Source: an optimization exercise on an open RTL-to-GDS flow (aim: small area and a short achievable clock period). Production flows keep margins and buffers that such runs may drop. The clock input has no modelled driver; a real chip could not lean on it and would need a root buffer or a full tree.

== alpha ==
==> flow/design.v <==
module full_add(input a, input b, input ci, output s, output co);
    assign s  = a ^ b ^ ci;
    assign co = (a & b) | (a & ci) | (b & ci);
endmodule
module half_add(input a, input b, output s, output co);
    assign s  = a ^ b;
    assign co = a & b;
endmodule
module and_bit(input a, input b, output y);
    assign y = a & b;
endmodule
module carry3(input a, input b, input ci, output co);
    assign co = (a & b) | (a & ci) | (b & ci);
endmodule
module times_five_hi #(parameter M = 12, parameter L = 3)
        (input [M-1:0] x, input cin, output [M-2:L] s, output [3:0] d);
    wire [M+2:L] t;
    wire [M:L]   cy;             
    assign cy[L] = cin;
    genvar j;
    generate
        for (j = L; j < M; j = j + 1) begin : add
            full_add fa(.a(x[j]), .b(x[j-2]), .ci(cy[j]), .s(t[j]), .co(cy[j+1]));
        end
    endgenerate
    wire cm1;
    half_add top0(.a(x[M-2]), .b(cy[M]), .s(t[M]),   .co(cm1));
    half_add top1(.a(x[M-1]), .b(cm1),   .s(t[M+1]), .co(t[M+2]));
    assign d = t[M+2:M-1];
    assign s = t[M-2:L];
endmodule
module frac_digits_hi(input [11:0] c, output full, output [3:0] d5, d4, output [9:0] x2);
    wire [10:0] x1;
    wire [9:0]  y2;
    wire [3:0]  e5, e4;
    wire        c1_3, c2_3;
    assign x1[1:0] = c[1:0];
    half_add h1(.a(c[2]), .b(c[0]), .s(x1[2]), .co(c1_3));
    times_five_hi #(12, 3) s1(.x(c), .cin(c1_3), .s(x1[10:3]), .d(e5));
    assign y2[2:0] = c[2:0];
    assign c2_3 = x1[2] & x1[0];
    times_five_hi #(11, 3) s2(.x(x1), .cin(c2_3), .s(y2[9:3]), .d(e4));
    assign full = &c[11:2] & (c[1] | c[0]);
    wire keep = ~full;
    wire [1:0] m5, m4;
    and_bit k53(.a(e5[3]), .b(keep), .y(m5[1]));
    and_bit k50(.a(e5[0]), .b(keep), .y(m5[0]));
    and_bit k43(.a(e4[3]), .b(keep), .y(m4[1]));
    and_bit k40(.a(e4[0]), .b(keep), .y(m4[0]));
    assign d5 = {m5[1], e5[2:1], m5[0]};
    assign d4 = {m4[1], e4[2:1], m4[0]};
    genvar i;
    generate
        for (i = 0; i < 10; i = i + 1) begin : mask
            and_bit k(.a(y2[i]), .b(keep), .y(x2[i]));
        end
    endgenerate
endmodule
module frac_digits_lo(input [9:0] x2, output [3:0] d3, d2, d1, d0);
    wire [8:0] x3;
    wire [7:0] x4;
    wire [6:0] x5;
    wire [5:0] x6;
    wire       c3_3, c4_3, c6_4;
    assign x3[1:0] = x2[1:0];
    half_add h3(.a(x2[2]), .b(x2[0]), .s(x3[2]), .co(c3_3));
    times_five_hi #(10, 3) s3(.x(x2), .cin(c3_3), .s(x3[8:3]), .d(d3));
    assign x4[2:0] = x2[2:0];
    assign c4_3 = x3[2] & x3[0];
    times_five_hi #(9, 3) s4(.x(x3), .cin(c4_3), .s(x4[7:3]), .d(d2));
    assign x5[2:0] = x3[2:0];
    times_five_hi #(8, 3) s5(.x(x4), .cin(c3_3), .s(x5[6:3]), .d(d1));
    assign x6[3:0] = x2[3:0];
    carry3 k6(.a(x5[3]), .b(x5[1]), .ci(c4_3), .co(c6_4));
    times_five_hi #(7, 4) s6(.x(x5), .cin(c6_4), .s(x6[5:4]), .d(d0));
endmodule
module led_bar(input [3:0] level, output [15:0] LED);
    genvar i;
    generate
        for (i = 0; i < 16; i = i + 1) begin : bar
            assign LED[i] = (level >= i);
        end
    endgenerate
endmodule
module adc_display(
    input         clk,
    input         ready,
    input  [15:0] data,
    output [15:0] LED,
    output [3:0]  dig0,
    output [3:0]  dig1,
    output [3:0]  dig2,
    output [3:0]  dig3,
    output [3:0]  dig4,
    output [3:0]  dig5,
    output [3:0]  dig6
);
    wire       full;
    wire [3:0] d5, d4;
    wire [9:0] x2;
    frac_digits_hi conv_hi(.c(data[15:4]), .full(full), .d5(d5), .d4(d4), .x2(x2));
    reg        full_q;
    reg [3:0]  d5_q, d4_q;
    reg [9:0]  x2_q;
    reg [3:0]  level;
    always @(posedge clk) begin
        full_q <= full;
        d5_q   <= d5;
        d4_q   <= d4;
        x2_q   <= x2;
        if (ready) level <= data[15:12];
    end
    led_bar bar(.level(level), .LED(LED));
    frac_digits_lo conv_lo(.x2(x2_q), .d3(dig3), .d2(dig2), .d1(dig1), .d0(dig0));
    assign dig4 = d4_q;
    assign dig5 = d5_q;
    assign dig6 = {3'b000, full_q};
endmodule
clock: 25.0 ns
lec_check: 0
cap_margin: 20
core_margin: 2
core_utilization: 40
slew_margin: 20
synth_hierarchical: 1
standard.sh (not shown) runs the stock make flow with config.mk's settings and CLKGATE_MAP_FILE= SYNTH_SCRIPT=/design/flow/synth_recipe.tcl, a recipe that flattens the netlist after the stock synthesis.
==> flow/flow/run.sh <==
#!/bin/bash
# The standard layout, with three changes to how it is built:
# - the port buffers are the smallest plain buffer (buf_1) instead of the delay
#   buffer that buffer_ports picks on its own;
# - clock tree synthesis inserts no dummy load cells;
# - after clock tree synthesis, one root buffer drives every flip-flop
#   (flow/cts_hook.tcl), in place of a root and two leaf buffers.
set -euo pipefail
export BUFFER_PORTS_ARGS="-buffer_cell sky130_fd_sc_hd__buf_1"
export CTS_ARGS="-sink_clustering_enable -repair_clock_nets -dont_use_dummy_load"
export POST_CTS_TCL="$(pwd)/flow/cts_hook.tcl"
export CLOCK_ROOT_CELL=sky130_fd_sc_hd__clkbuf_8
bash standard.sh finish > standard.log 2>&1
==> flow/flow/cts_hook.tcl <==
# After clock tree synthesis: the design has few flip-flops, so drive all of
# them from the root clock buffer (upsized so their clock slew stays low) and
# remove the leaf buffers of the tree.
set block [ord::get_db_block]
set root [$block findInst clkbuf_0_clk]
set rootnet [[$root findITerm X] getNet]
foreach it [$rootnet getITerms] {
  set inst [$it getInst]
  if {$inst eq $root} { continue }
  if {![string match "*clkbuf*" [[$inst getMaster] getName]]} { continue }
  set leafnet [[$inst findITerm X] getNet]
  foreach sink [$leafnet getITerms] {
    if {[$sink getInst] eq $inst} { continue }
    $sink disconnect
    $sink connect $rootnet
  }
  puts "clock hook: removed [$inst getName]"
  odb::dbInst_destroy $inst
  odb::dbNet_destroy $leafnet
}
$root swapMaster [[ord::get_db] findMaster $::env(CLOCK_ROOT_CELL)]
puts "clock hook: root [$root getName] is [[$root getMaster] getName], driving [llength [$rootnet getITerms]] pins"
detailed_placement
estimate_parasitics -placement
report_clock_skew
alpha finished end to end and its layout was clean on timing, DRC and antenna.
Here is what was changed in the inputs of beta compared with alpha.
==> flow/flow/run.sh <==
#!/bin/bash
# The standard layout, with two changes to how it is built:
# - the port buffers are the smallest plain buffer (buf_1) instead of the delay
#   buffer that buffer_ports picks on its own;
# - clock tree synthesis inserts no dummy load cells and clusters all the
#   flip-flops under one buffer.
set -euo pipefail
export BUFFER_PORTS_ARGS="-buffer_cell sky130_fd_sc_hd__buf_1"
export CTS_ARGS="-sink_clustering_enable -repair_clock_nets -dont_use_dummy_load -sink_clustering_size 30 -sink_clustering_max_diameter 200"
bash standard.sh finish > standard.log 2>&1
removed: flow/flow/cts_hook.tcl
==> comparison <==
Having completed the whole flow, beta delivered a layout that passed the timing, DRC and antenna checks. alpha went all the way through synthesis, placement and routing and the layout is clean on timing, DRC and antenna. [compare] base=alpha new=beta: routed wire length on met3 up about 8%; design area up about 1.4%; via count of the first global-routing pass up 10.
#### Input delta (gamma over beta)
- setting ABC_AREA to 1 for the first time
--- outcome ---
gamma did not stop at any stage, and its layout met the timing, DRC and antenna checks.
No run of this note included a check of the RTL's function; only the layout flow was run.

[what the ideal ports hide]
The results above use ideal ports. As a check the final layouts listed here were re-extracted and re-timed, cells and wires unchanged.
Step 1 assumes that a clkbuf_16 drives the clock port and a buf_2 every other input.
Step 2 adds t to the input delays and takes it off the output delays; t is the mean of the earliest and latest rising clock arrival at the registers after step 1. Input paths then give back, and output paths get back, about the clock's delay inside the block.
Slacks: ideal / step 1 / step 2; pairs: ideal / step 1.
| run | t, ns | slack for setup (ns) | latest minus earliest clock arrival (ns) | worst slew at a driven data input, ns | cell pins on the clock port's net |
|---|---|---|---|---|---|
| alpha | 0.197 | 15.214 / 15.189 / 15.340 | 0.002 / 0.001 | 0.03 | 1 |
| beta | 0.278 | 15.143 / 15.117 / 15.332 | 0.016 / 0.016 | 0.03 | 1 |
| gamma | 0.276 | 15.230 / 15.207 / 15.343 | 0.009 / 0.008 | 0.03 | 1 |
After both steps every run listed still meets setup and hold.
